Context: an optimization exercise on an open-source flow, tuned for small area and a short achievable clock period. The choices shown serve that exercise and are no tape-out recipe. Function was checked by simulation only, so behaviour that the tests miss may differ from the original. The flow treats the clock pin as an ideal source. Dropping or thinning the clock tree relies on that and would not hold on a real chip. No activity file was given, so power comes from the tool's default toggle rates.

==> module FIFO_DPRAM, before the edit <==
module FIFO_DPRAM #(
   parameter      DATA_W      = 16,
   parameter      FIFO_DEPTH  = 64
)(
   input  wire    clk,
   input  wire    rst,
   input  wire    i_wr_en,
   input  wire    i_rd_en,
   output wire    o_empty,
   output wire    o_full,
   input  wire[DATA_W-1:0] i_data,
   output wire[DATA_W-1:0] o_data
);
localparam LO_N = 8;
localparam HI_N = FIFO_DEPTH / LO_N;
reg [LO_N-1:0] wr_lo;
reg [HI_N-1:0] wr_hi;
reg [LO_N-1:0] rd_lo;
reg [HI_N-1:0] rd_hi;
reg [HI_N-1:0] rd_row;
reg [LO_N-1:0] rd_col;
reg [HI_N-1:0] wr_row;
wire[LO_N-1:0] wr_lo_nxt;
wire[HI_N-1:0] wr_hi_nxt;
wire[LO_N-1:0] rd_lo_nxt;
wire[HI_N-1:0] rd_hi_nxt;
reg not_empty;
reg full;
reg[DATA_W-1:0] data_out;
wire[DATA_W-1:0] ram_data;
wire wr_acc;
wire rd_acc;
wire inc;
wire dec;
wire one;
wire almost_full;
wire not_empty_nxt;
wire full_nxt;
assign wr_acc  = i_wr_en && !full;
assign rd_acc  = i_rd_en && (not_empty || i_wr_en);
assign inc     = wr_acc && !rd_acc;
assign dec     = rd_acc && !wr_acc;
function [LO_N-1:0] rot_lo(input [LO_N-1:0] v);
   rot_lo = {v[LO_N-2:0], v[LO_N-1]};
endfunction
function [HI_N-1:0] rot_hi(input [HI_N-1:0] v);
   rot_hi = {v[HI_N-2:0], v[HI_N-1]};
endfunction
assign one         = (|(wr_lo & rot_lo(rd_lo))) &&
                     (rd_lo[LO_N-1] ? |(wr_hi & rot_hi(rd_hi)) : |(wr_hi & rd_hi));
assign almost_full = (|(rd_lo & rot_lo(wr_lo))) &&
                     (wr_lo[LO_N-1] ? |(rd_hi & rot_hi(wr_hi)) : |(rd_hi & wr_hi));
assign not_empty_nxt = inc ? 1'b1 : dec ? !one : not_empty;
assign wr_lo_nxt     = wr_acc ? rot_lo(wr_lo) : wr_lo;
assign wr_hi_nxt     = (wr_acc && wr_lo[LO_N-1]) ? rot_hi(wr_hi) : wr_hi;
assign rd_lo_nxt     = rd_acc ? rot_lo(rd_lo) : rd_lo;
assign rd_hi_nxt     = (rd_acc && rd_lo[LO_N-1]) ? rot_hi(rd_hi) : rd_hi;
assign full_nxt      = dec ? 1'b0 : inc ? almost_full : full;
always @(posedge clk or negedge rst) begin
   if (!rst) begin
      wr_lo             <= {{(LO_N-1){1'b0}}, 1'b1};
      wr_hi             <= {{(HI_N-1){1'b0}}, 1'b1};
      rd_lo             <= {{(LO_N-1){1'b0}}, 1'b1};
      rd_hi             <= {{(HI_N-1){1'b0}}, 1'b1};
      rd_row            <= {HI_N{1'b0}};
      rd_col            <= {LO_N{1'b0}};
      wr_row            <= {{(HI_N-1){1'b0}}, 1'b1};
      not_empty         <= 1'b0;
      full              <= 1'b0;
   end
   else begin
      wr_lo             <= wr_lo_nxt;
      wr_hi             <= wr_hi_nxt;
      wr_row            <= full_nxt ? {HI_N{1'b0}} : wr_hi_nxt;
      rd_lo             <= rd_lo_nxt;
      rd_hi             <= rd_hi_nxt;
      rd_row            <= not_empty_nxt ? rd_hi_nxt : {HI_N{1'b0}};
      rd_col            <= not_empty_nxt ? rd_lo_nxt : {LO_N{1'b0}};
      not_empty         <= not_empty_nxt;
      full              <= full_nxt;
   end
end
FlagReg FlagReg (
   .clk(clk),
   .rst(rst),
   .i_not_empty(not_empty_nxt),
   .i_full(full_nxt),
   .o_empty(o_empty),
   .o_full(o_full)
);
always @(posedge clk) begin
   data_out <= ram_data;
end
assign o_data = data_out;
DualPortRAM #(
   .DATA_W(DATA_W),
   .LO_N(LO_N),
   .HI_N(HI_N))
DualPortRAM (
   .clk(clk),
   .i_rd_en(not_empty),
   .i_wr_lo(wr_lo),
   .i_wr_row(wr_row),
   .i_rd_lo(rd_col),
   .i_rd_row(rd_row),
   .i_data(i_data),
   .i_byp_data(i_data),
   .o_data(ram_data)
);
endmodule
Settings: LEC_CHECK=0, CAP_MARGIN=20, CORE_MARGIN=2, CORE_UTILIZATION=65, SLEW_MARGIN=50, SYNTH_HIERARCHICAL=1, SYNTH_MINIMUM_KEEP_SIZE=0; clock period 8.0 ns.
standard.sh (not shown) runs the stock make flow with config.mk's settings and CLKGATE_MAP_FILE= SYNTH_SCRIPT=/design/flow/synth_recipe.tcl, a recipe that flattens the netlist after the stock synthesis.
==> flow/flow/run.sh <==
#!/bin/bash
# Layout flow: the standard ORFS flow (standard.sh), with a tighter
# setup-repair target, the registers that drive the empty and full outputs
# moved next to their port buffers after placement (flow/place.tcl), and a
# two-level clock tree built by flow/cts.tcl in place of TritonCTS (leaf
# buffers clkbuf_8 with about 16 flip-flops each).
set -euo pipefail
export FLOW_CTS_LEAF_BUF=sky130_fd_sc_hd__clkbuf_8
export FLOW_CTS_LEAF_N=16
bash standard.sh \
  SETUP_SLACK_MARGIN=5.52 \
  POST_DETAIL_PLACE_TCL="$PWD/flow/place.tcl" \
  PRE_CTS_TCL="$PWD/flow/cts.tcl" \
  finish > orfs_flow.log 2>&1
Other scripts of this flow, unchanged in this note and not shown: flow/flow/cts.tcl, flow/flow/place.tcl
Next try:
--- a/flow/design.v
+++ b/flow/design.v
@@ -224,5 +224,4 @@
 reg [HI_N-1:0] rd_hi;
 reg [HI_N-1:0] rd_row;
-reg [LO_N-1:0] rd_col;
 reg [HI_N-1:0] wr_row;
 wire[LO_N-1:0] wr_lo_nxt;
@@ -269,5 +268,4 @@
       rd_hi             <= {{(HI_N-1){1'b0}}, 1'b1};
       rd_row            <= {HI_N{1'b0}};
-      rd_col            <= {LO_N{1'b0}};
       wr_row            <= {{(HI_N-1){1'b0}}, 1'b1};
       not_empty         <= 1'b0;
@@ -281,5 +279,4 @@
       rd_hi             <= rd_hi_nxt;
       rd_row            <= not_empty_nxt ? rd_hi_nxt : {HI_N{1'b0}};
-      rd_col            <= not_empty_nxt ? rd_lo_nxt : {LO_N{1'b0}};
       not_empty         <= not_empty_nxt;
       full              <= full_nxt;
@@ -307,5 +304,5 @@
    .i_wr_lo(wr_lo),
    .i_wr_row(wr_row),
-   .i_rd_lo(rd_col),
+   .i_rd_lo(rd_lo),
    .i_rd_row(rd_row),
    .i_data(i_data),
The changed run went through all stages and came out clean; setup slack is worse by 0.0077 ns; utilization hardly moves; cell area is lower by 0.44%; wire length is about the same; clock power barely changes; register-to-register slack is worse by 0.05 ns; total power stays flat; area after synthesis is lower by 0.50%.
No run of this note takes its clock network from TritonCTS; it comes from the design's own scripts or RTL.

==> afterwards: timing with drivers on the ports <==
Ports are ideal in the flow. The routed layouts listed here were re-timed in OpenROAD. Step 1 assumes that a clkbuf_16 drives the clock port and a buf_2 every other input. Step 2, shift: input delay + t, output delay - t, t = (earliest + latest rising clock arrival at the registers) / 2. This alone moves slack from input paths to output paths. Three values: no drivers, after step 1, after step 2; two values: the first two.
run	t, ns	slack for setup (ns)	worst setup path at the end	slew at the worst register clock pin (ns)	cell pins on the clock port's net
the first run	0.577	5.412 / 5.275 / 5.009	input to register	0.11 / 0.11	4
the second run	0.580	5.404 / 5.285 / 4.977	input to register	0.11 / 0.11	4
After both steps every run listed still meets setup and hold. The setup slack of the second run, which loses most, moves by -0.119 ns with the drivers and by -0.427 ns with both steps.
